Background: an optimization exercise with open tools, aiming at small area, a short achievable clock period and few clock cycles per item. Do not read the settings as production practice.
The RTL was checked by simulation tests, not by an equivalence proof against the original design.
Power figures rest on the tool's default switching activity, not on a simulated workload.

==> flow/design.v, too long to show whole: its modules and the start of the top module <==
// module EQ: 54 lines
// module EQ_match: 1708 lines
// module EQ_rom: 713 lines
module EQ(
    clk,
    rst_n,
    in_valid,
    in_row,
    in_col,
    out_valid,
    out
);
  // ...
==> flow/run.sh <==
#!/bin/bash
# synth_recipe.tcl (not shown) runs the flow's synth.tcl, then flattens the netlist and writes it again
# the make line also repeats each setting of config.mk as NAME=value (left out here)
make -C /OpenROAD-flow-scripts/flow DESIGN_CONFIG=/design/flow/config.mk WORK_HOME=/design/flow/orfs CLKGATE_MAP_FILE= SYNTH_SCRIPT=/design/flow/synth_recipe.tcl finish
==> flow/config.mk <==
export PLATFORM = sky130hd
export DESIGN_NAME = EQ
export DESIGN_NICKNAME = EQ
export VERILOG_FILES = /design/flow/design.v
export SDC_FILE = /design/flow/constraint.sdc
export NUM_CORES = 4
export LEC_CHECK = 0
export ABC_AREA = 1
export CAP_MARGIN = 20
export CORE_MARGIN = 2
export CORE_UTILIZATION = 50
export SETUP_SLACK_MARGIN = 2.0
export SLEW_MARGIN = 20
==> flow/constraint.sdc <==
create_clock -name core_clock -period 5.5 [get_ports {clk}]
set_input_delay 1.1000 -clock core_clock [delete_from_list [all_inputs] [get_ports {clk}]]
set_output_delay 1.1000 -clock core_clock [all_outputs]
set_load 0.01 [all_outputs]
==> results.cfg, run 1 <==
[place]
gp_congestion = 1.061
place_ws_ns = 2.479
dp_hpwl_microns = 21300

[routing]
highest_layer = met4
dr.pass1.iters = 8
wl_met3_microns = 2803
drcViolationCount = 0
wire_per_inst_microns = 18.68
via_per_inst = 5.893
drtIter0Drc = 1387

[layout]
final_cell_area_sq_mm = 0.007327
final_cell_mix = nand2_1 (519), nor2_1 (171), inv_1 (103)
seq_share = 0.1960

[clock_tree]
htreeDepth = 2
clock_path_buffers = 2
root_buffer = clkbuf_16

[power]
cellPowerDensity_mw_per_mm2 = 395.6

[worst_setup_path]
cp.depth = 16
cp-endpoint = idx[0]

[global_route]
gr-usage-met2 = 0.5615
groute.usage.overall = 0.3680
top_usage_layer = met2

[yosys]
synth_warnings = 1
postSynthCellCount = 1272
netlist-cell-type-count = 44

[run_status]
outcome = complete, no violations

[sta]
final-hold-violation-count = 0
setup_tns_ns = 0
tightestPinTransition_ns = 1.030

[hold_path]
worstHoldStart = got_a

[floorplan]
core.rowCount = 43
Testbench counts, summed over its fixed seeds: cycles 4,707, puzzles 384.
==> run 2, diff against run 1 <==
--- a/flow/config.mk
+++ b/flow/config.mk
@@ -9,5 +9,5 @@
 export CAP_MARGIN = 20
 export CORE_MARGIN = 2
 export CORE_UTILIZATION = 50
-export SETUP_SLACK_MARGIN = 2.0
+export SETUP_SLACK_MARGIN = 3.0
 export SLEW_MARGIN = 20
==> run 2 against run 1 <==
  * Clock power rose by 1%
  * Setup slack improved by 0.28 ns
  * Non-clock buffer count rose by 113
  * Critical endpoint unchanged
==> results.cfg, run 2 <==
[clock_tree]
cts_buffers = 5
ctsHoldBuffers = 0
clock_path_buffers = 2
clkSlewWorstSetupHoldPaths_ns = 0.08
clock_sinks = 49
htreeDepth = 2
clock_latency_ns = 0.31
root_buffer = clkbuf_16
tritoncts = yes

[yosys]
yosysSeqAreaShare = 0.2007
synthSimpleGateAreaFrac = 0.5422
synth_common_cells = nand2_1 (519), nor2_1 (171), inv_1 (103)
postSynthCellCount = 1272
synth_area_per_cell_sq_um = 5.627
yosysTopAreaCell = nand2_1
synth.mux.area_fraction = 0
syn_area_sq_mm = 0.007158
synth_adder_area_share = 0.03671
netlist-cell-type-count = 44
synth_compound_area_frac = 0.1110
synth_edf_count = 42
async_flop_share = 0.1429
synth-seq-cells = 49
synth_warnings = 1
synthXorXnorAreaFrac = 0.002447
synthTopCellsByArea = nand2_1 (27%), edfxtp_1 (18%), nor2_1 (9.0%)
synthFlopType = edfxtp_1
synth_top_area_frac = 0.2722
synth.most_common_cell = nand2_1
syn-num-nets = 1302
synth_top_family_by_area = simple AND/OR/NAND/NOR gates

[global_route]
use_met3 = 0.09386
grt_pass1_vias = 8365
grt-ovfl-total = 0
grt_antenna_before_repair = 0
gr-usage-met2 = 0.6068
top_usage_layer = met2
grt_max_degree = 33
grtUsageMet1 = 0.4947
groute.usage.overall = 0.3871
grt_pass1_wl_microns = 44940

[place]
place_ws_ns = 2.479
gp_congestion = 1.061
dp_hpwl_microns = 21300
port_buffers = 12

[hold_path]
hold_path.class = flip-flop to flip-flop
whs_endpoint = got_a
worstHoldStart = got_a
hold_depth = 1

[routing]
via_per_inst = 5.984
dr.pass1.iters = 8
drtIter0Drc = 1499
ant_nets = 0
vias = 9221
drcViolationCount = 0
wire_per_inst_microns = 19.26
wl_microns = 29680

[layout]
diodes = 0
final_cell_mix = nand2_1 (408), nand2_2 (130), nor2_1 (128)
area_growth_pct = 29.09
fin_nets = 1390
final_common_cell = nand2_1
drive_above_1_share = 0.3196
utilization = 0.6631

[power]
p_leak_nw = 5.323
peakVddDrop_uv = 220.5
cellPowerDensity_mw_per_mm2 = 395.5

[floorplan]
core.rowCount = 43
initial_core_util = 0.5137
die_w_microns = 123.7
dieArea_sq_mm = 0.01529
die_y_microns = 123.7
core_area_sq_mm = 0.01393
ioPinCount = 13

[worst_setup_path]
cp-end-kind = flip-flop
r2r_cells = 17
critPathRequiredTime_ns = 5.54
crit_type = flip-flop to flip-flop
r2r_setup_slack_ns = 2.73
arrival_ns = 2.81
reg2reg_to = idx[0]
start_kind = flip-flop
reg2reg_from = cb[7]
cp_max_fo = 6

[run_status]
outcome = complete, no violations

[run]
maxCapViolations = 0

[sta]
post-route-period-util = 0.5041
final-hold-violation-count = 0
finalSetupViolations = 0
rsz0062_at_grt = yes
finClkSkew_ns = 0.01087
holdWs_ns = 0.5221
maxSlewHeadroom = 0.5160
setup_tns_ns = 0
min_period_ns = 2.772
drv_slew = 0
fmax_ghz = 0.3607
fin_ws_ns = 2.728
tightestPinTransition_ns = 0.7211
run 2: cell families after synthesis:
group	Yosys count
AND/OR/NAND/NOR	897
AO/OA/AOI/OAI	144
buffers and inverters	159
flip-flops	49
XOR/XNOR	2
adder cells (fa/ha/maj)	21
run 2: worst max-delay path by stage:
stage	slack, ns	endpoint	start	cells after the start
5_1_grt	2.63	idx[0]	cb[6]	16
6_report	2.73	idx[0]	cb[7]	17
2_1_floorplan	3.13	out[0]	k[2]	16
4_1_cts	2.99	idx[0]	cb[7]	17
3_3_place_gp	2.54	out[2]	k[0]	14
3_5_place_dp	2.48	ca[0]	calc	3
run 2: routing by layer:
layer	vias to the layer above	wire length, microns
met4	0	2116
met5	-	0
met3	232	3190
met1	4029	11290
met2	705	13080
li1	4255	-
run 2: final cells by class:
| type | instances | area (sq um) |
|---|---|---|
| repair buffers | 127 | 1082 |
| well taps | 180 | 225.2 |
| clock inverters | 3 | 28.78 |
| flip-flops and latches | 49 | 1441 |
| clock buffers | 5 | 125.1 |
| multi-input cells | 1064 | 5892 |
| repair inverters | 1 | 5.005 |
| inverters | 112 | 440.4 |
| fillers | 1226 | 4695 |
run 2: what timing repair did:
action / CTS / global route
gates resized for setup: 111 / 204
pin swaps: 48 / 81
cloned: 0 / 1
buffers inserted: 84 / 29
endpoints found under the setup margin: 33 / 37
run 2: through the flow:
stage          area [sq um]  cells  power, mW
6_report               9240   1541      3.655
5_1_grt                9240   1541      3.903
4_1_cts                8305   1511      3.087
3_5_place_dp           7173   1419      2.483
3_3_place_gp           7173   1419      2.515
2_1_floorplan          7158   1272      1.980
run 2: critical path: stages (launching register included):
cell	delay (ns)
edfxtp_1	0.55
buf_6	0.21
nand2_4	0.09
nand2_1	0.05
nor2_1	0.28
nand2_1	0.13
nand2_1	0.11
nand2_2	0.10
nor2_4	0.14
nand2_2	0.08
nor2_4	0.10
nand3_2	0.10
nand2_2	0.10
nand2_4	0.13
nand2_4	0.08
nor2_1	0.04
nand2_1	0.10
nand3_4	0.12
run 2: power by group:
group          internal (mW)  leakage (nW)  switching (mW)
Combinational           1.02          4.72            1.74
Clock                  0.175        0.0763           0.162
Sequential             0.486         0.530          0.0702
==> run 3, diff against run 2 <==
--- a/flow/config.mk
+++ b/flow/config.mk
@@ -9,5 +9,4 @@
 export CAP_MARGIN = 20
 export CORE_MARGIN = 2
 export CORE_UTILIZATION = 50
-export SETUP_SLACK_MARGIN = 3.0
 export SLEW_MARGIN = 20
==> run 3 against run 2 <==
  * Largest cell class unchanged
  * Synthesized cell count did not move
  * First-iteration DRC count fell by 7.5%
  * Highest routed layer unchanged
  * Sequential cell count did not move
  * Non-clock buffer count fell by 113
  * Maximum frequency fell by 9.1%
  * Via count fell by 8.8%
  * Setup slack got worse by 0.28 ns
  * Final cell count fell by 7.4%
  * Largest power group unchanged
==> results.cfg, run 3 <==
[run_status]
outcome = complete, no violations

[clock_tree]
clock_sinks = 49
clkSlewWorstSetupHoldPaths_ns = 0.08
ctsHoldBuffers = 0
root_buffer = clkbuf_16
tritoncts = yes
cts_resized = 0
post-cts-setup-buffer-count = 0
cts_buffers = 5
htreeDepth = 2
clock_latency_ns = 0.31
clock_path_buffers = 2

[layout]
final_cell_area_sq_mm = 0.007327
fin_nets = 1276
seqCellArea_sq_mm = 0.001436
multi_input_area_sq_mm = 0.004956
drive_above_1_share = 0.08500
final_cell_mix = nand2_1 (519), nor2_1 (171), inv_1 (103)
area_growth_pct = 2.360
final_common_cell = nand2_1
fill_cells = 1487
final_cells = 1427
diodes = 0

[yosys]
async_flop_share = 0.1429
synth_adder_area_share = 0.03671
synth_compound_area_frac = 0.1110
synthXorXnorAreaFrac = 0.002447
netlist-cell-type-count = 44
synth_warnings = 1
syn_area_sq_mm = 0.007158
synth_top_family_by_area = simple AND/OR/NAND/NOR gates
synth_top_area_frac = 0.2722
synthTopCellsByArea = nand2_1 (27%), edfxtp_1 (18%), nor2_1 (9.0%)
postSynthCellCount = 1272
yosysTopAreaCell = nand2_1
synth_area_per_cell_sq_um = 5.627
yosysSeqAreaShare = 0.2007
synth-seq-cells = 49
synth_edf_count = 42
syn-num-nets = 1302
synthSimpleGateAreaFrac = 0.5422
synth.mux.area_fraction = 0
synth.most_common_cell = nand2_1
synthFlopType = edfxtp_1
synth_common_cells = nand2_1 (519), nor2_1 (171), inv_1 (103)

[worst_setup_path]
start_kind = flip-flop
r2r_cells = 16
reg2reg_to = idx[0]
arrival_ns = 3.02
critPathRequiredTime_ns = 5.47
reg2reg_from = cb[3]
crit_type = flip-flop to flip-flop
r2r_setup_slack_ns = 2.45
cp_max_fo = 9
cp-end-kind = flip-flop

[sta]
drv_slew = 0
final-hold-violation-count = 0
fmax_ghz = 0.3278
setup_tns_ns = 0
tightestPinTransition_ns = 1.030
fin_ws_ns = 2.450
finClkSkew_ns = 0.009816
rsz0062_at_grt = no
maxSlewHeadroom = 0.3134
holdWs_ns = 0.4817
min_period_ns = 3.050
post-route-period-util = 0.5546
finalSetupViolations = 0

[routing]
wire_per_inst_microns = 18.68
wl_microns = 26650
via_per_inst = 5.893
ant_nets = 0
drcViolationCount = 0
drtIter0Drc = 1387
dr.pass1.iters = 8
vias = 8409

[floorplan]
dieArea_sq_mm = 0.01529
core.rowCount = 43
ioPinCount = 13
die_y_microns = 123.7
initial_core_util = 0.5137
die_w_microns = 123.7
core_area_sq_mm = 0.01393

[hold_path]
hold_path.class = flip-flop to flip-flop
hold_depth = 1
worstHoldStart = got_a
whs_endpoint = got_a

[global_route]
groute.usage.overall = 0.3680
grt_pass1_wl_microns = 42410
grt_antenna_before_repair = 0
grt_pass1_vias = 7705
grt-ovfl-total = 0
grt_max_degree = 33

[place]
place_ws_ns = 2.479
dp_hpwl_microns = 21300
port_buffers = 12
dpl_cell_area_sq_mm = 0.007173
gp_congestion = 1.061
place_inst = 1419

[power]
p_leak_nw = 4.452
peakVddDrop_uv = 216.8
cellPowerDensity_mw_per_mm2 = 395.6

[run]
maxCapViolations = 0
==> run 3: changes by cell type in the layout (fill, tap and decap cells not counted), sizes merged <==
cell,before,now
buf,115,2
clkinv,5,4
clkinvlp,4,0
inv,107,111
==> run 3: cell type report <==
type	instances	area share
multi-input combinational	1064	0.6764
inverter	112	0.05738
sequential	49	0.1960
clock inverter	3	0.003928
timing repair buffer	14	0.01844
tap	180	0.03074
clock buffer	5	0.01708
==> run 3: stage by stage <==
| step | power, mW | utilization |
|---|---|---|
| after detailed placement | 2.483 | 0.5148 |
| after CTS | 2.817 | 0.5258 |
| after global routing | 3.154 | 0.5258 |
| final | 2.898 | 0.5258 |
| after floorplan | 1.980 | - |
| after global placement | 2.515 | 0.5148 |
==> run 3: critical path: stages (launching register included) <==
cell,delay [ns]
edfxtp_1,0.59
nand2_4,0.21
nand2_1,0.06
nor2_1,0.34
nand2_1,0.09
nand2_1,0.21
nand2_1,0.13
nor2_2,0.18
nand3_1,0.11
nand2_1,0.21
inv_1,0.06
nand2_1,0.07
nand2_1,0.04
nand3_1,0.07
nand2_1,0.05
inv_1,0.04
nand3_1,0.22
==> run 3: metal layers <==
metal | global-route usage | vias to the layer above | wire (microns)
li1 | - | 4014 | -
met1 | 0.4812 | 3677 | 10720
met2 | 0.5615 | 574 | 11450
met3 | 0.08791 | 144 | 2803
met4 | 0.1953 | 0 | 1675
met5 | 0 | - | 0
==> run 3: how the worst max path moves through the flow <==
stage / start / endpoint / slack [ns]
2_1_floorplan: k[2] / out[0] / 3.13
3_3_place_gp: k[0] / out[2] / 2.54
3_5_place_dp: calc / ca[0] / 2.48
4_1_cts: calc / ca[3] / 2.48
5_1_grt: k[2] / out[0] / 2.06
6_report: cb[3] / idx[0] / 2.45
==> run 3: cell families after synthesis <==
group                    count (synthesis)
AND/OR/NAND/NOR                        897
AO/OA/AOI/OAI                          144
flip-flops                              49
adder cells (fa/ha/maj)                 21
XOR/XNOR                                 2
buffers and inverters                  159
==> run 3: power by group <==
part	switching, mW	internal (mW)	leakage (nW)	total [mW]
registers	0.160	0.485	0.535	0.645
logic	1.32	0.605	3.84	1.92
clock network	0.158	0.175	0.0763	0.333
total	1.63	1.26	4.45	2.90
==> run 4, diff against run 3 <==
--- a/flow/config.mk
+++ b/flow/config.mk
@@ -9,4 +9,6 @@
 export CAP_MARGIN = 20
 export CORE_MARGIN = 2
 export CORE_UTILIZATION = 50
+export PLACE_DENSITY = 0.9
+export SETUP_SLACK_MARGIN = 2.7
 export SLEW_MARGIN = 20
==> run 4 against run 3 <==
  * Routed wire length rose by 2.3%
  * Clock-buffer cell count unchanged
  * Largest power group unchanged
  * Clock power decreased by 5%
  * Critical endpoint unchanged
  * Sequential cell count unchanged
  * Maximum frequency is 13% higher
  * Final cell count increased by 3.4%
  * Non-clock buffer count is 47 higher
  * Global-route usage shrank 1.0 points
==> results.cfg, run 4 <==
[run_status]
outcome = complete, no violations

[yosys]
synth.mux.area_fraction = 0
synth-seq-cells = 49
synthTopCellsByArea = nand2_1 (27%), edfxtp_1 (18%), nor2_1 (9.0%)
async_flop_share = 0.1429
synth_common_cells = nand2_1 (519), nor2_1 (171), inv_1 (103)
yosysTopAreaCell = nand2_1
synthFlopType = edfxtp_1
postSynthCellCount = 1272
synthXorXnorAreaFrac = 0.002447
syn_area_sq_mm = 0.007158
synthSimpleGateAreaFrac = 0.5422
yosysSeqAreaShare = 0.2007
netlist-cell-type-count = 44
synth_compound_area_frac = 0.1110
synth.most_common_cell = nand2_1
synth_adder_area_share = 0.03671
synth_top_area_frac = 0.2722
synth_warnings = 1
syn-num-nets = 1302
synth_top_family_by_area = simple AND/OR/NAND/NOR gates
synth_edf_count = 42
synth_area_per_cell_sq_um = 5.627

[global_route]
grt-ovfl-total = 0
grt_antenna_before_repair = 0
grt_pass1_vias = 7856
grt_pass1_wl_microns = 41610
grt_max_degree = 34
groute.usage.overall = 0.3580

[worst_setup_path]
cpPeakStageDelay_ns = 0.55
arrival_ns = 2.75
start_kind = flip-flop
cp_max_fo = 8
path_delay_family = simple AND/OR/NAND/NOR gates
cp-end-kind = flip-flop
critPathRequiredTime_ns = 5.54
worst-path-buf-inv = 1
crit_type = flip-flop to flip-flop
crit_chain = buf_4 -> nand2_2 -> nand2_1 -> nor2_1 -> nand2_1 -> nand2_2 -> nand2_2 -> nor2_4 -> nand2_2 -> nor2_4 -> nand3_2 -> nand2_2 -> nand2_4 -> nand2_1 -> nor2_1 -> nand2_1 -> nand3_1
cp_slowest_cell = edfxtp_1
critPathMostFrequentCell = nand2_2

[floorplan]
ioPinCount = 13
die_y_microns = 123.7
dieArea_sq_mm = 0.01529
die_w_microns = 123.7
core.rowCount = 43
core_area_sq_mm = 0.01393
initial_core_util = 0.5137

[clock_tree]
root_buffer = clkbuf_16
clock_path_buffers = 2
tritoncts = yes
clock_sinks = 49
clkSlewWorstSetupHoldPaths_ns = 0.07
cts_buffers = 5
ctsHoldBuffers = 0
clock_latency_ns = 0.30
htreeDepth = 2

[sta]
finClkSkew_ns = 0.01012
tightestPinTransition_ns = 1.082
post-route-period-util = 0.4918
final-hold-violation-count = 0
fmax_ghz = 0.3697
drv_slew = 0
holdWs_ns = 0.4533
min_period_ns = 2.705
rsz0062_at_grt = yes
finalSetupViolations = 0
maxSlewHeadroom = 0.2758
setup_tns_ns = 0

[power]
cellPowerDensity_mw_per_mm2 = 388.8
p_leak_nw = 4.700
peakVddDrop_uv = 160.8

[routing]
wire_per_inst_microns = 18.49
ant_nets = 0
drcViolationCount = 0
vias = 8836
dr.pass1.iters = 9
wl_microns = 27270
drtIter0Drc = 1680
via_per_inst = 5.991

[run]
maxCapViolations = 0

[layout]
area_growth_pct = 8.897
drive_above_1_share = 0.1483
fin_nets = 1324
final_common_cell = nand2_1
diodes = 0
final_cell_mix = nand2_1 (499), nor2_1 (161), inv_1 (101)
fill_cells = 1434

[place]
port_buffers = 12
dp_hpwl_microns = 21120
gp_congestion = 1.135

[hold_path]
hold_path.class = flip-flop to flip-flop
## run 4: cell counts after synthesis
Identical to the previous run, type by type.
## run 4: cells by family (layout without fill, tap and decap cells)
group,count (synthesis),after routing
buffers and inverters,159,182
adder cells (fa/ha/maj),21,21
AO/OA/AOI/OAI,144,144
flip-flops,49,49
AND/OR/NAND/NOR,897,897
XOR/XNOR,2,2
## run 4: layout make-up
class / count / area (sq um) / area share
inverters: 112 / 427.9 / 0.05490
repair buffers: 61 / 488.0 / 0.06260
clock inverters: 3 / 21.27 / 0.002729
flip-flops and latches: 49 / 1440 / 0.1848
clock buffers: 5 / 125.1 / 0.01605
well taps: 180 / 225.2 / 0.02889
multi-input cells: 1064 / 5062 / 0.6494
repair inverters: 1 / 5.005 / 0.0006421
## run 4: worst reg2reg max path: cells and delay by family (launching register included)
family / cells / cell delay [ns]
buffers and inverters: 1 / 0.21
and+or+nand+nor: 16 / 1.70
DFF: 1 / 0.55
## run 4: routing by layer
layer,vias to the layer above,global-route usage,wire length (microns)
met1,3848,0.4464,10200
met3,208,0.08883,3095
met4,0,0.2116,2387
met5,-,0,0
li1,4095,-,-
met2,685,0.5598,11590
## run 4: report_power, final
group | switching [mW] | internal [mW] | leakage [nW]
combinational | 1.44 | 0.697 | 4.10
clock | 0.147 | 0.170 | 0.0718
sequential | 0.0920 | 0.487 | 0.532
## run 4: worst paths after layout
kind                            startpoint   endpoint  slack, ns  depth (start not counted)
worst min register to register       got_a      got_a       0.45                          1
worst max register to register       cb[4]     idx[0]       2.80                         17
worst max-delay path                 cb[4]     idx[0]       2.80                         17
min in group asynchronous            rst_n  out_valid       1.04                          1
worst min-delay path                 got_a      got_a       0.45                          1
max in group asynchronous            rst_n       k[1]       4.21                          1
## run 4: timing repair
item,in CTS,in global routing
gates resized for setup,3,40
endpoints found under the setup margin,2,21
pin swaps,0,2
buffers inserted,0,45
cloned,0,1
## run 4: metrics by stage
step                      cell area [sq um]  utilization  cells  setup slack [ns]  total power, mW
after global routing                   7795       0.5594   1475             2.625            3.254
after detailed placement               7188       0.5158   1421             2.531            2.475
final                                  7795       0.5594   1475             2.795            3.030
after global placement                 7188       0.5158   1421             2.593            2.486
after CTS                              7338       0.5266   1429             2.652            2.796
after floorplan                        7158            -   1272             3.133            1.980
==> run 5, diff against run 4 <==
--- a/flow/config.mk
+++ b/flow/config.mk
@@ -10,5 +10,5 @@
 export CORE_MARGIN = 2
 export CORE_UTILIZATION = 50
 export PLACE_DENSITY = 0.9
-export SETUP_SLACK_MARGIN = 2.7
+export SETUP_SLACK_MARGIN = 2.5
 export SLEW_MARGIN = 20
==> run 5 against run 4 <==
  * Combinational power down 8%
  * Final area fell by 3.8%
  * Setup slack worse by 0.19 ns
  * Sequential share of layout area is 0.72 points higher
  * Critical path type unchanged
  * Clock power about the same
  * Sequential cell count is the same
  * Hold slack is essentially flat
==> results.cfg, run 5 <==
[run_status]
outcome = complete, no violations

[place]
place_ws_ns = 2.531
gp_congestion = 1.135
dp_hpwl_microns = 21120
port_buffers = 12

[sta]
post-route-period-util = 0.5265
fin_ws_ns = 2.604
holdWs_ns = 0.4532
drv_slew = 0
maxSlewHeadroom = 0.2921
tightestPinTransition_ns = 1.058
rsz0062_at_grt = yes
final-hold-violation-count = 0
min_period_ns = 2.896
setup_tns_ns = 0
finClkSkew_ns = 0.008951
finalSetupViolations = 0
fmax_ghz = 0.3453

[clock_tree]
clock_sinks = 49
tritoncts = yes
cts_buffers = 5
clock_latency_ns = 0.30
htreeDepth = 2
clock_path_buffers = 2
ctsHoldBuffers = 0
root_buffer = clkbuf_16
clkSlewWorstSetupHoldPaths_ns = 0.07

[routing]
wl_microns = 26960
wire_per_inst_microns = 18.59
dr.pass1.iters = 8
vias = 8700
drtIter0Drc = 1628
via_per_inst = 6.000
drcViolationCount = 0
ant_nets = 0

[global_route]
groute.usage.overall = 0.3579
grt_antenna_before_repair = 0
grt_max_degree = 34
grt-ovfl-total = 0
grt_pass1_wl_microns = 41590
grt_pass1_vias = 7859

[yosys]
synth_area_per_cell_sq_um = 5.627
synthFlopType = edfxtp_1
async_flop_share = 0.1429
yosysSeqAreaShare = 0.2007
synth-seq-cells = 49
yosysTopAreaCell = nand2_1
syn-num-nets = 1302
synth.most_common_cell = nand2_1
postSynthCellCount = 1272
synth_edf_count = 42
synth_top_area_frac = 0.2722
syn_area_sq_mm = 0.007158
synthTopCellsByArea = nand2_1 (27%), edfxtp_1 (18%), nor2_1 (9.0%)
synth_common_cells = nand2_1 (519), nor2_1 (171), inv_1 (103)
synth_warnings = 1
netlist-cell-type-count = 44

[floorplan]
initial_core_util = 0.5137
die_y_microns = 123.7
core_area_sq_mm = 0.01393
core.rowCount = 43
dieArea_sq_mm = 0.01529
die_w_microns = 123.7
ioPinCount = 13

[power]
cellPowerDensity_mw_per_mm2 = 389.4
p_leak_nw = 4.548
peakVddDrop_uv = 161.0

[hold_path]
whs_endpoint = got_a
hold_depth = 1
hold_path.class = flip-flop to flip-flop
worstHoldStart = got_a

[worst_setup_path]
crit_chain = clkinvlp_4 -> ha_1 -> nand2_1 -> nand3_1 -> and2_1 -> o311ai_0 -> nand2_1 -> nor2_1 -> nor2_1 -> nand2_1 -> nand2_1 -> nand2_1 -> nand3_1
critPathMostFrequentCell = nand2_1
r2r_cells = 13
cp-end-kind = flip-flop
cp_max_fo = 9
start_kind = flip-flop
arrival_ns = 2.94
reg2reg_from = k[2]
r2r_setup_slack_ns = 2.60
cpPeakStageDelay_ns = 0.48
critPathRequiredTime_ns = 5.55
cp_slowest_cell = dfrtp_2
crit_type = flip-flop to flip-flop
reg2reg_to = out[0]

[layout]
diodes = 0
fin_nets = 1299
final_cell_mix = nand2_1 (519), nor2_1 (171), inv_1 (101)
fill_cells = 1457
area_growth_pct = 4.789
final_common_cell = nand2_1
drive_above_1_share = 0.1047

[run]
maxCapViolations = 0
[run 5: cell counts after synthesis]
No cell type changed its count.
[run 5: logic make-up after synthesis]
logic type	after synthesis	share of synthesized area
buffers and inverters	159	0.1070
adder cells (fa/ha/maj)	21	0.03671
AND/OR/NAND/NOR	897	0.5422
AO/OA/AOI/OAI	144	0.1110
XOR/XNOR	2	0.002448
flip-flops	49	0.2007
[run 5: area by class of cell]
cell class	instances	area [sq um]	share of cell area
inverter	112	427.9	0.05705
tap	180	225.2	0.03003
timing repair inverter	1	5.005	0.0006672
clock inverter	3	21.27	0.002836
sequential	49	1440	0.1920
timing repair buffer	36	300.3	0.04003
multi-input combinational	1064	4956	0.6607
clock buffer	5	125.1	0.01668
[run 5: metrics by stage]
step | utilization | cells | instance area [sq um] | total power [mW]
after floorplan | - | 1272 | 7158 | 1.980
after global placement | 0.5158 | 1421 | 7188 | 2.486
after detailed placement | 0.5158 | 1421 | 7188 | 2.475
after CTS | 0.5264 | 1429 | 7335 | 2.793
after global routing | 0.5383 | 1450 | 7501 | 3.151
final | 0.5383 | 1450 | 7501 | 2.921
[run 5: metal layers]
metal | track usage | wire length (microns) | part of all wire
met5 | 0 | 0 | 0
met2 | 0.5594 | 11670 | 0.43
met1 | 0.4463 | 10160 | 0.38
met3 | 0.08883 | 3053 | 0.11
met4 | 0.2116 | 2074 | 0.077
[run 5: where the power goes]
group | total, mW | switching, mW | internal [mW]
clock | 0.317 | 0.147 | 0.170
combinational | 1.96 | 1.33 | 0.635
sequential | 0.640 | 0.153 | 0.488
total | 2.92 | 1.63 | 1.29
[run 5: timing repair]
item | in CTS | in global routing
setup endpoints to repair | 0 | 5
buffers inserted | 0 | 20
gates resized for setup | 0 | 5
[run 5: worst max-delay path: cells and delay by family (launching register included)]
kind,cells,cell delay (ns)
DFF,1,0.48
and+or+nand+nor,10,1.29
buffers and inverters,1,0.17
adders and majority gates,1,0.33
AOI/OAI and AO/OA,1,0.37
[run 5: worst max-delay path by stage]
stage	start	end	slack, ns	cells after the start
floorplan	k[2]	out[0]	3.13	16
global route	k[2]	out[0]	2.39	16
global placement	in_col[0]	cb[5]	2.59	7
finish	k[2]	out[0]	2.60	13
CTS	k[2]	out[0]	2.58	13
detailed placement	in_col[0]	cb[5]	2.53	7
==> run 6, diff against run 5 <==
--- a/flow/config.mk
+++ b/flow/config.mk
@@ -9,6 +9,5 @@
 export CAP_MARGIN = 20
 export CORE_MARGIN = 2
 export CORE_UTILIZATION = 50
-export PLACE_DENSITY = 0.9
 export SETUP_SLACK_MARGIN = 2.5
 export SLEW_MARGIN = 20
==> run 6 against run 5 <==
  * Total power rose by 3.5%
  * Clock-buffer cell count did not move
  * Clock skew rose by 0.0032 ns
  * Critical endpoint is now idx[0]
  * Largest cell class unchanged
  * Sequential share of layout area fell by 0.48 points
==> results.cfg, run 6 <==
[run_status]
outcome = complete, no violations

[worst_setup_path]
cpPeakStageDelay_ns = 0.55
r2r_cells = 17
r2r_setup_slack_ns = 2.67
critPathRequiredTime_ns = 5.52
crit_chain = buf_4 -> nand2_4 -> nand2_1 -> inv_1 -> nand4_1 -> nand2_1 -> nand2_1 -> nor2_2 -> nand3_1 -> nor2_1 -> inv_1 -> nand2_4 -> inv_2 -> nand2_1 -> nand2_1 -> inv_1 -> nand3_2
critPathMostFrequentCell = nand2_1
arrival_ns = 2.85
reg2reg_to = idx[0]
crit_type = flip-flop to flip-flop
reg2reg_from = ca[0]
cp_slowest_cell = edfxtp_1
start_kind = flip-flop
cp_max_fo = 7
cp-end-kind = flip-flop

[floorplan]
initial_core_util = 0.5137
core.rowCount = 43
ioPinCount = 13
die_w_microns = 123.7
die_y_microns = 123.7
core_area_sq_mm = 0.01393
dieArea_sq_mm = 0.01529

[layout]
drive_above_1_share = 0.1255
final_cell_mix = nand2_1 (518), nor2_1 (168), inv_1 (102)
final_cell_area_sq_mm = 0.007695
fin_nets = 1320
diodes = 0
fill_cells = 1468
final_common_cell = nand2_1
final_cells = 1471
area_growth_pct = 7.499

[routing]
drcViolationCount = 0
wire_per_inst_microns = 18.60
vias = 8628
via_per_inst = 5.865
wl_microns = 27360
drtIter0Drc = 1251
ant_nets = 0
dr.pass1.iters = 8

[sta]
finalSetupViolations = 0
drv_slew = 0
min_period_ns = 2.834
post-route-period-util = 0.5153
fmax_ghz = 0.3528
rsz0062_at_grt = no
setup_tns_ns = 0
maxSlewHeadroom = 0.3064
finClkSkew_ns = 0.01218
final-hold-violation-count = 0
tightestPinTransition_ns = 1.040

[yosys]
yosysSeqAreaShare = 0.2007
synth_common_cells = nand2_1 (519), nor2_1 (171), inv_1 (103)
synth_edf_count = 42
syn-num-nets = 1302
yosysTopAreaCell = nand2_1
syn_area_sq_mm = 0.007158
async_flop_share = 0.1429
netlist-cell-type-count = 44
postSynthCellCount = 1272
synth.most_common_cell = nand2_1
synth_warnings = 1
synth-seq-cells = 49
synthFlopType = edfxtp_1
synthTopCellsByArea = nand2_1 (27%), edfxtp_1 (18%), nor2_1 (9.0%)
synth_area_per_cell_sq_um = 5.627
synth_top_area_frac = 0.2722

[place]
place_inst = 1419
port_buffers = 12
gp_congestion = 1.061
dpl_cell_area_sq_mm = 0.007173
dp_hpwl_microns = 21300

[hold_path]
whs_endpoint = got_a
worstHoldStart = got_a
hold_path.class = flip-flop to flip-flop
hold_depth = 1

[clock_tree]
htreeDepth = 2
clkSlewWorstSetupHoldPaths_ns = 0.08
clock_sinks = 49
clock_path_buffers = 2
tritoncts = yes
root_buffer = clkbuf_16
clock_latency_ns = 0.31
cts_buffers = 5

[power]
p_leak_nw = 4.676
power_mw = 3.023
cellPowerDensity_mw_per_mm2 = 392.9
peakVddDrop_uv = 213.2

[global_route]
grt_pass1_vias = 7705
grt_pass1_wl_microns = 42410
groute.usage.overall = 0.3680
grt-ovfl-total = 0
grt_antenna_before_repair = 0
grt_max_degree = 33

[run]
maxCapViolations = 0
==> run 6: cell counts after synthesis <==
No cell type changed its count.
==> run 6: through the flow <==
| step | setup slack (ns) | utilization | hold slack [ns] |
|---|---|---|---|
| 3_5_place_dp | 2.479 | 0.5148 | 0.4675 |
| 6_report | 2.666 | 0.5522 | 0.4920 |
| 4_1_cts | 2.546 | 0.5260 | 0.4938 |
| 3_3_place_gp | 2.545 | 0.5148 | 0.4783 |
| 5_1_grt | 2.499 | 0.5522 | 0.5282 |
| 2_1_floorplan | 3.133 | - | 0.4215 |
==> run 6: per-layer routing <==
metal  global-route usage  up-vias  part of all wire  wire length [microns]
met5                    0        -                 0                      0
met1               0.4812     3767              0.40                  10880
met4               0.1953        0             0.067                   1838
met2               0.5615      598              0.43                  11700
li1                     -     4106                 -                      -
met3              0.08791      157              0.11                   2939
==> run 6: logic make-up after synthesis <==
family,after synthesis,synth area share
xor gates and xnor gates,2,0.002448
and+or+nand+nor,897,0.5422
DFF,49,0.2007
AOI/OAI and AO/OA,144,0.1110
buffers and inverters,159,0.1070
adders and majority gates,21,0.03671
==> run 6: timing repair <==
item	CTS	global route
setup endpoints to repair	8	5
endpoints found under the hold margin	0	0
pin swaps	0	2
gates resized for setup	1	13
setup buffers	0	44
hold buffers	0	0
==> run 6: layout make-up <==
type,instances,area [sq um],area share
Tap cell,180,225.2,0.02927
Timing Repair Buffer,58,465.4,0.06049
Multi-Input combinational cell,1064,4986,0.6480
Clock buffer,5,125.1,0.01626
Inverter,112,424.2,0.05512
Sequential cell,49,1440,0.1872
Clock inverter,3,28.78,0.003740
==> run 6: worst max-delay path by stage <==
| stage | from | endpoint | cells past startpoint |
|---|---|---|---|
| final | ca[0] | idx[0] | 17 |
| after global routing | k[2] | out[2] | 13 |
| after CTS | calc | ca[3] | 2 |
| after detailed placement | calc | ca[0] | 3 |
| after global placement | k[0] | out[2] | 14 |
| after floorplan | k[2] | out[0] | 16 |
==> run 6: critical path: cells and delay by family (launching register included) <==
kind                   cells  cell delay (ns)
flip-flops                 1             0.55
AND/OR/NAND/NOR           12             1.50
buffers and inverters      5             0.47
==> run 6: power by group <==
part	total (mW)	internal [mW]	switching (mW)
logic	2.09	0.684	1.41
clock network	0.338	0.175	0.163
registers	0.593	0.487	0.106
total	3.02	1.35	1.68
==> run 7, diff against run 6 <==
--- a/flow/config.mk
+++ b/flow/config.mk
@@ -9,5 +9,6 @@
 export CAP_MARGIN = 20
 export CORE_MARGIN = 2
 export CORE_UTILIZATION = 50
+export PLACE_DENSITY = 0.8
 export SETUP_SLACK_MARGIN = 2.5
 export SLEW_MARGIN = 20
==> run 7 against run 6 <==
  * Critical path depth shrank 3
  * Sequential share of layout area grew 0.50 points
  * Synthesized area unchanged
  * Clock-buffer cell count unchanged
  * Core utilization fell by 1.4 points
  * Total power is 2.2% lower
  * Maximum frequency increased by 1.7%
  * Routed wire length fell by 2.4%
  * Hold slack got worse by 0.0023 ns
  * Synthesized cell count did not move
  * Largest power group unchanged
  * Highest routed layer unchanged
==> results.cfg, run 7 <==
[global_route]
grt_max_degree = 34
grt_antenna_before_repair = 0
grt_pass1_wl_microns = 41790
groute.usage.overall = 0.3582
grt-ovfl-total = 0
grt_pass1_vias = 7867

[yosys]
postSynthCellCount = 1272
synth_common_cells = nand2_1 (519), nor2_1 (171), inv_1 (103)
synthTopCellsByArea = nand2_1 (27%), edfxtp_1 (18%), nor2_1 (9.0%)
yosysSeqAreaShare = 0.2007
async_flop_share = 0.1429
syn-num-nets = 1302
synth-seq-cells = 49
synth_area_per_cell_sq_um = 5.627
synthFlopType = edfxtp_1
netlist-cell-type-count = 44
synth_warnings = 1
syn_area_sq_mm = 0.007158
synth.most_common_cell = nand2_1
synth_edf_count = 42
yosysTopAreaCell = nand2_1
synth_top_area_frac = 0.2722

[layout]
final_cell_area_sq_mm = 0.007493
final_cells = 1447
final_cell_mix = nand2_1 (518), nor2_1 (171), inv_1 (101)
multi_input_area_sq_mm = 0.004964
area_growth_pct = 4.685
fill_cells = 1440
drive_above_1_share = 0.1050
seqCellArea_sq_mm = 0.001440
fin_nets = 1296
final_common_cell = nand2_1
diodes = 0

[sta]
rsz0062_at_grt = no
min_period_ns = 2.787
post-route-period-util = 0.5066
drv_slew = 0
final-hold-violation-count = 0
tightestPinTransition_ns = 0.9849
setup_tns_ns = 0
maxSlewHeadroom = 0.3409
holdWs_ns = 0.4897
finClkSkew_ns = 0.01564
fmax_ghz = 0.3589
finalSetupViolations = 0

[worst_setup_path]
cp_slowest_cell = edfxtp_1
setup.worst_path.start = ca[2]
cp-end-kind = flip-flop
critPathRequiredTime_ns = 5.55
critPathMostFrequentCell = nand2_1
cpPeakStageDelay_ns = 0.59
crit_chain = nand2_1 -> nand2_1 -> nor2_1 -> nand4_1 -> nand2_1 -> nand2_1 -> nor2_2 -> nand3_1 -> nand2_1 -> inv_1 -> o21ai_0 -> nand2_1 -> nand2_1 -> nor2_2
reg2reg_from = ca[2]
arrival_ns = 2.84
start_kind = flip-flop
crit_type = flip-flop to flip-flop
worst-path-buf-inv = 1
cp_max_fo = 8
path_delay_family = simple AND/OR/NAND/NOR gates

[place]
place_inst = 1421
dp_hpwl_microns = 20660
gp_congestion = 1.102
port_buffers = 12
dpl_cell_area_sq_mm = 0.007188

[floorplan]
dieArea_sq_mm = 0.01529
die_w_microns = 123.7
core_area_sq_mm = 0.01393
core.rowCount = 43
die_y_microns = 123.7
ioPinCount = 13
initial_core_util = 0.5137

[routing]
drcViolationCount = 0
vias = 8761
wire_per_inst_microns = 18.46
drtIter0Drc = 1825
via_per_inst = 6.055
ant_nets = 0
wl_microns = 26710
dr.pass1.iters = 10

[clock_tree]
clock_path_buffers = 2
clkSlewWorstSetupHoldPaths_ns = 0.08
clock_sinks = 49
cts_buffers = 5
tritoncts = yes
root_buffer = clkbuf_16
htreeDepth = 2
clock_latency_ns = 0.31
ctsHoldBuffers = 0

[run_status]
outcome = complete, no violations

[power]
cellPowerDensity_mw_per_mm2 = 394.7
p_leak_nw = 4.534
peakVddDrop_uv = 183.8

[run]
maxCapViolations = 0

[hold_path]
worstHoldStart = got_a
hold_path.class = flip-flop to flip-flop
==> run 7: cell counts after synthesis <==
Identical to the previous run, type by type.
==> run 7: worst paths after layout <==
check | depth (start not counted) | endpoint | slack (ns)
max | 14 | idx[1] | 2.71
min | 1 | got_a | 0.49
max reg2reg | 14 | idx[1] | 2.71
min reg2reg | 1 | got_a | 0.49
max in group asynchronous | 1 | k[2] | 4.21
min in group asynchronous | 1 | out_valid | 1.04
==> run 7: final cells by class <==
class,instances,share of cell area
Tap cell,180,0.03006
Sequential cell,49,0.1922
Clock buffer,5,0.01670
Timing Repair inverter,1,0.0006679
Timing Repair Buffer,33,0.03707
Clock inverter,3,0.003840
Inverter,112,0.05710
Multi-Input combinational cell,1064,0.6624
==> run 7: per-stage QoR <==
stage	utilization	worst slack, ns	total power, mW
floorplan	-	3.133	1.980
global placement	0.5158	2.560	2.473
detailed placement	0.5158	2.581	2.458
CTS	0.5269	2.573	2.794
global route	0.5378	2.498	3.208
finish	0.5378	2.713	2.958
==> run 7: what timing repair did <==
item                                    CTS  global route
resized for setup                         0             8
buffers inserted                          0            17
endpoints found under the setup margin    0             4
==> run 7: logic make-up after synthesis <==
logic type      count (synthesis)  share of synthesized area
flops                          49                     0.2007
buf+inv                       159                     0.1070
fa+ha+maj                      21                    0.03671
simple gates                  897                     0.5422
xor+xnor                        2                   0.002448
compound gates                144                     0.1110
==> run 7: power breakdown <==
group	switching, mW	internal [mW]
Combinational	1.35	0.658
Clock	0.157	0.175
Sequential	0.133	0.487
==> run 7: worst reg2reg max path, stage by stage (launching register included) <==
cell      delay [ns]
edfxtp_1        0.59
nand2_1         0.22
nand2_1         0.12
nor2_1          0.19
nand4_1         0.24
nand2_1         0.16
nand2_1         0.13
nor2_2          0.17
nand3_1         0.12
nand2_1         0.11
inv_1           0.08
o21ai_0         0.20
nand2_1         0.09
nand2_1         0.09
nor2_2          0.04
==> run 7: routing by layer <==
metal / wire length, microns / up-vias / GRT usage
met5: 0 / - / 0
met4: 2046 / 0 / 0.1854
met3: 3109 / 207 / 0.08379
met2: 11410 / 744 / 0.5656
met1: 10140 / 3757 / 0.4560
li1: - / 4053 / -

-- re-timing with driven ports --
The flow's constraints put no driver on any port. The routed layouts listed below were extracted and timed again, unchanged, in two steps. Step 1, drivers: a clkbuf_16 drives clk and a buf_2 each remaining input, both assumed. Step 2 times the ports against the registers' clock, not the clock port: input delays grow and output delays shrink by t, the midpoint of the rising clock arrivals with the driver on. Slacks: ideal ports / drivers / drivers and shift; pairs: ideal ports / drivers.
run | t (ns) | slack for setup (ns) | hold WS [ns] | worst setup path at the end | pins driven straight from the clock port
run 1 | 0.339 | 2.450 / 2.450 / 2.450 | 0.482 / 0.482 / 0.482 | register to register | 1
run 2 | 0.346 | 2.728 / 2.728 / 2.728 | 0.522 / 0.522 / 0.522 | register to register | 1
run 3 | 0.339 | 2.450 / 2.450 / 2.450 | 0.482 / 0.482 / 0.482 | register to register | 1
run 4 | 0.334 | 2.795 / 2.795 / 2.559 | 0.453 / 0.453 / 0.453 | input to register | 1
run 5 | 0.334 | 2.604 / 2.604 / 2.517 | 0.453 / 0.453 / 0.453 | input to register | 1
run 6 | 0.343 | 2.666 / 2.666 / 2.549 | 0.492 / 0.492 / 0.492 | input to register | 1
run 7 | 0.345 | 2.713 / 2.713 / 2.602 | 0.490 / 0.490 / 0.490 | input to register | 1
After both steps setup and hold are still met in every run listed. For run 4, which loses most, drivers alone change the setup slack by 0.000 ns; drivers and shift together by -0.236 ns.
